From an optimization exercise on the open Yosys and OpenROAD flow, aimed at small area; shortcuts taken in it are not production practice. Where RTL was checked, it was by simulation tests only, not by an equivalence proof against the original. No driver is modelled on the clock port, so clocking that relies on it looks cheaper here than on a real chip. Power is estimated from default activity; no workload was simulated.

== delta ==
==> flow/design.v <==
`timescale 1ns / 1ps
module fifo_word(
    input               clk,
    input               shift,
    input               hold,
    input       [15: 0] d,
    output reg  [15: 0] q
);
    always @(posedge clk)
        q <= ({16{shift}} & d) | ({16{hold}} & q);
endmodule
module fifo_out(
    input               clk,
    input               load_lo,
    input               load_hi,
    input               keep,
    input       [ 7: 0] lo,
    input       [ 7: 0] hi,
    output reg  [ 7: 0] q
);
    always @(posedge clk)
        q <= ({8{load_lo}} & lo) | ({8{load_hi}} & hi) | ({8{keep}} & q);
endmodule
module fifo(
    input               clk,
    input               rstn,
    input               input_valid,
    input               output_enable,
    output              input_enable,
    output reg          output_valid,
    input       [15: 0] data_in,
    output      [ 7: 0] data_out
);
    wire [15: 0] w [0:16];   
    reg          half;       
    reg  [ 3: 0] cnt;        
    wire wr    = input_valid & ~output_valid;
    wire rd    = output_enable & output_valid;
    wire shift = wr | (rd & half);
    assign input_enable = ~output_valid;
    assign w[16] = data_in;
    genvar k;
    generate
        for (k = 0; k < 16; k = k + 1) begin : g_word
            fifo_word u_word (
                .clk   (clk),
                .shift (shift),
                .hold  (~shift),
                .d     (w[k + 1]),
                .q     (w[k])
            );
        end
    endgenerate
    fifo_out u_out (
        .clk     (clk),
        .load_lo (rd & ~half),
        .load_hi (rd & half),
        .keep    (~rd),
        .lo      (w[0][ 7: 0]),
        .hi      (w[0][15: 8]),
        .q       (data_out)
    );
    always @(posedge clk or negedge rstn) begin
        if (!rstn) begin
            output_valid <= 1'b0;
            half         <= 1'b0;
            cnt          <= 4'd0;
        end else begin
            if (rd)
                half <= ~half;
            if (shift) begin
                cnt <= cnt + 4'd1;
                if (cnt == 4'd15)
                    output_valid <= ~output_valid;
            end
        end
    end
endmodule
==> flow/config.mk <==
export PLATFORM = sky130hd
export DESIGN_NAME = fifo
export DESIGN_NICKNAME = fifo
export VERILOG_FILES = /design/flow/design.v
export SDC_FILE = /design/flow/constraint.sdc
export NUM_CORES = 4
export LEC_CHECK = 0
export CAP_MARGIN = 0
export CORE_MARGIN = 2
export CORE_UTILIZATION = 60
export CTS_BUF_LIST = sky130_fd_sc_hd__clkbuf_8
export CTS_CLUSTER_DIAMETER = 100
export CTS_CLUSTER_SIZE = 20
export SLEW_MARGIN = 0
export SYNTH_HIERARCHICAL = 1
==> flow/constraint.sdc <==
create_clock -name core_clock -period 5.0 [get_ports {clk}]
set_input_delay 1.0000 -clock core_clock [delete_from_list [all_inputs] [get_ports {clk}]]
set_output_delay 1.0000 -clock core_clock [all_outputs]
set_load 0.01 [all_outputs]
standard.sh (not shown) runs the stock make flow with config.mk's settings and CLKGATE_MAP_FILE= SYNTH_SCRIPT=/design/flow/synth_recipe.tcl, a recipe that flattens the netlist after the stock synthesis.
==> flow/flow/run.sh <==
#!/bin/bash
# Standard ORFS layout with these changes: port buffers use the smallest buffer
# cell, CTS builds the clock tree from clkbuf_8 clusters without dummy loads,
# and cells with spare slack are downsized after CTS.
set -euo pipefail
cd "$(dirname "$0")/.."
bash standard.sh \
  BUFFER_PORTS_ARGS="-buffer_cell sky130_fd_sc_hd__buf_1" \
  CTS_ARGS="-sink_clustering_enable -repair_clock_nets -dont_use_dummy_load -buf_list sky130_fd_sc_hd__clkbuf_8 -sink_clustering_size 20 -sink_clustering_max_diameter 100" \
  POST_CTS_TCL="$PWD/flow/recover.tcl" \
  finish > orfs_make.log 2>&1
==> flow/flow/recover.tcl <==
# Downsize cells on paths with spare setup slack, to save area.
log_cmd repair_timing -recover_power 100
--- input diff delta..alpha ---
--- a/flow/design.v
+++ b/flow/design.v
@@ -24,22 +24,22 @@
 module fifo(
     input               clk,
     input               rstn,
     input               input_valid,
     input               output_enable,
-    output              input_enable,
-    output reg          output_valid,
+    output reg          input_enable,
+    output              output_valid,
     input       [15: 0] data_in,
     output      [ 7: 0] data_out
 );
     wire [15: 0] w [0:16];   
     reg          half;       
     reg  [ 3: 0] cnt;        
-    wire wr    = input_valid & ~output_valid;
-    wire rd    = output_enable & output_valid;
+    wire wr    = input_valid & input_enable;
+    wire rd    = output_enable & ~input_enable;
     wire shift = wr | (rd & half);
-    assign input_enable = ~output_valid;
+    assign output_valid = ~input_enable;
     assign w[16] = data_in;
     genvar k;
     generate
         for (k = 0; k < 16; k = k + 1) begin : g_word
             fifo_word u_word (
@@ -60,19 +60,19 @@
         .hi      (w[0][15: 8]),
         .q       (data_out)
     );
     always @(posedge clk or negedge rstn) begin
         if (!rstn) begin
-            output_valid <= 1'b0;
+            input_enable <= 1'b1;
             half         <= 1'b0;
             cnt          <= 4'd0;
         end else begin
             if (rd)
                 half <= ~half;
             if (shift) begin
                 cnt <= cnt + 4'd1;
                 if (cnt == 4'd15)
-                    output_valid <= ~output_valid;
+                    input_enable <= ~input_enable;
             end
         end
     end
 endmodule
Comparing delta with alpha, the multiplexer share of the synthesized area came out essentially unchanged.
Against delta as the reference, alpha delivers a higher sum of routed wire segments on met1.
As far as layout clock buffer count goes, delta and alpha are indistinguishable; the numbers are identical.
Changes observed in alpha relative to delta: clock slew at the register clock pins of the worst setup and hold paths has remained practically unchanged, cell area after synthesis held steady, total die area held.
The RTL of delta was laid out without a check of its function.

========
## main
fifo with an RTL version that a note above also has.
For scale: ~630 cells after synthesis, about 270 flip-flops, about 30 I/O pins, about 8700 sq um of cells after synthesis.
==> module fifo_out, before the edit <==
module fifo_out(
    input               clk,
    input               load_lo,
    input               load_hi,
    input               keep,
    input       [ 7: 0] lo,
    input       [ 7: 0] hi,
    output reg  [ 7: 0] q
);
    always @(posedge clk)
        q <= ({8{load_lo}} & lo) | ({8{load_hi}} & hi) | ({8{keep}} & q);
endmodule
==> module fifo, before the edit <==
module fifo(
    input               clk,
    input               rstn,
    input               input_valid,
    input               output_enable,
    output reg          input_enable,
    output              output_valid,
    input       [15: 0] data_in,
    output      [ 7: 0] data_out
);
    wire [15: 0] w [0:16];   
    reg          half;       
    reg  [ 3: 0] cnt;        
    wire wr    = input_valid & input_enable;
    wire rd    = output_enable & ~input_enable;
    wire shift = wr | (rd & half);
    assign output_valid = ~input_enable;
    assign w[16] = data_in;
    genvar k;
    generate
        for (k = 0; k < 16; k = k + 1) begin : g_word
            fifo_word u_word (
                .clk   (clk),
                .shift (shift),
                .hold  (~shift),
                .d     (w[k + 1]),
                .q     (w[k])
            );
        end
    endgenerate
    fifo_out u_out (
        .clk     (clk),
        .load_lo (rd & ~half),
        .load_hi (rd & half),
        .keep    (~rd),
        .lo      (w[0][ 7: 0]),
        .hi      (w[0][15: 8]),
        .q       (data_out)
    );
    always @(posedge clk or negedge rstn) begin
        if (!rstn) begin
            input_enable <= 1'b1;
            half         <= 1'b0;
            cnt          <= 4'd0;
        end else begin
            if (rd)
                half <= ~half;
            if (shift) begin
                cnt <= cnt + 4'd1;
                if (cnt == 4'd15)
                    input_enable <= ~input_enable;
            end
        end
    end
endmodule
==> flow/config.mk <==
export PLATFORM = sky130hd
export DESIGN_NAME = fifo
export DESIGN_NICKNAME = fifo
export VERILOG_FILES = /design/flow/design.v
export SDC_FILE = /design/flow/constraint.sdc
export NUM_CORES = 4
export LEC_CHECK = 0
export CAP_MARGIN = 0
export CORE_MARGIN = 2
export CORE_UTILIZATION = 60
export CTS_BUF_LIST = sky130_fd_sc_hd__clkbuf_8
export CTS_CLUSTER_DIAMETER = 100
export CTS_CLUSTER_SIZE = 20
export SLEW_MARGIN = 0
export SYNTH_HIERARCHICAL = 1
==> flow/constraint.sdc <==
create_clock -name core_clock -period 5.0 [get_ports {clk}]
set_input_delay 1.0000 -clock core_clock [delete_from_list [all_inputs] [get_ports {clk}]]
set_output_delay 1.0000 -clock core_clock [all_outputs]
set_load 0.01 [all_outputs]
==> flow/flow/run.sh <==
#!/bin/bash
# Standard ORFS layout with two changes: port buffers use the smallest buffer
# cell, and CTS builds the clock tree from clkbuf_8 clusters without dummy loads.
set -euo pipefail
cd "$(dirname "$0")/.."
bash standard.sh \
  BUFFER_PORTS_ARGS="-buffer_cell sky130_fd_sc_hd__buf_1" \
  CTS_ARGS="-sink_clustering_enable -repair_clock_nets -dont_use_dummy_load -buf_list sky130_fd_sc_hd__clkbuf_8 -sink_clustering_size 20 -sink_clustering_max_diameter 100" \
  finish > orfs_make.log 2>&1
Input-level comparison between the feature branch and main:
==> flow/design.v, changed modules only <==
module fifo(
    input               clk,
    input               rstn,
    input               input_valid,
    input               output_enable,
    output reg          input_enable,
    output              output_valid,
    input       [15: 0] data_in,
    output reg  [ 7: 0] data_out
);
    wire [15: 0] w [0:16];   
    reg          half;       
    reg  [ 3: 0] cnt;        
    wire wr    = input_valid & input_enable;
    wire rd    = output_enable & ~input_enable;
    wire shift = wr | (rd & half);
    assign output_valid = ~input_enable;
    assign w[16] = data_in;
    genvar k;
    generate
        for (k = 0; k < 16; k = k + 1) begin : g_word
            fifo_word u_word (
                .clk   (clk),
                .shift (shift),
                .hold  (~shift),
                .d     (w[k + 1]),
                .q     (w[k])
            );
        end
    endgenerate
    always @(posedge clk) begin
        if (rd)
            data_out <= half ? w[0][15: 8] : w[0][ 7: 0];
    end
    always @(posedge clk or negedge rstn) begin
        if (!rstn) begin
            input_enable <= 1'b1;
            half         <= 1'b0;
            cnt          <= 4'd0;
        end else begin
            if (rd)
                half <= ~half;
            if (shift) begin
                cnt <= cnt + 4'd1;
                if (cnt == 4'd15)
                    input_enable <= ~input_enable;
            end
        end
    end
endmodule
// module fifo_out removed
--- outcome ---
- Per the comparison of the feature branch with main, vertical die dimension ~0 delta, final wirelength -about 2.7%, met1 routing resource usage after global routing -0.54 points, gate count of the mapped netlist -13, number of cells after detailed placement -7.
- Compared with main, the detailed router inserted fewer vias in the feature branch.
- When the feature branch is measured against main, its internal power turns out about 5% lower.
- On register clock-pin slew on the reported worst setup and hold paths, main and the feature branch are basically level.
- In the metrics for main and the feature branch, the one carrying the lower final area is main.
- Looking at final-layout worst hold slack, the feature branch sits 0.038 ns higher than main does.

afterwards: timing with drivers on the ports:
In the flow no input, the clock included, has a driving cell. The finished layouts below were timed again as built, in two steps.
Step 1 sets driving cells, clkbuf_16 on the clock port and buf_2 on the other inputs (assumed; they add their load-dependent delay and slew).
Step 2, shift: input delay + t, output delay - t, t = (earliest + latest rising clock arrival at the registers) / 2. This alone moves slack from input paths to output paths.
Slacks: ideal ports / drivers / drivers and shift; pairs: ideal ports / drivers.
| run | shift t [ns] | setup slack, ns | worst setup path after step 2 |
|---|---|---|---|
| delta | 0.529 | 1.516 / 1.528 / 0.999 | input to register |
| alpha | 0.529 | 1.519 / 1.519 / 1.050 | input to register |
| main | 0.530 | 2.247 / 2.267 / 1.737 | input to register |
| the feature branch | 0.534 | 2.161 / 2.180 / 1.645 | input to register |
After both steps setup and hold are still met in every run listed. For delta, which loses most, drivers alone change the setup slack by +0.012 ns; drivers and shift together by -0.517 ns.
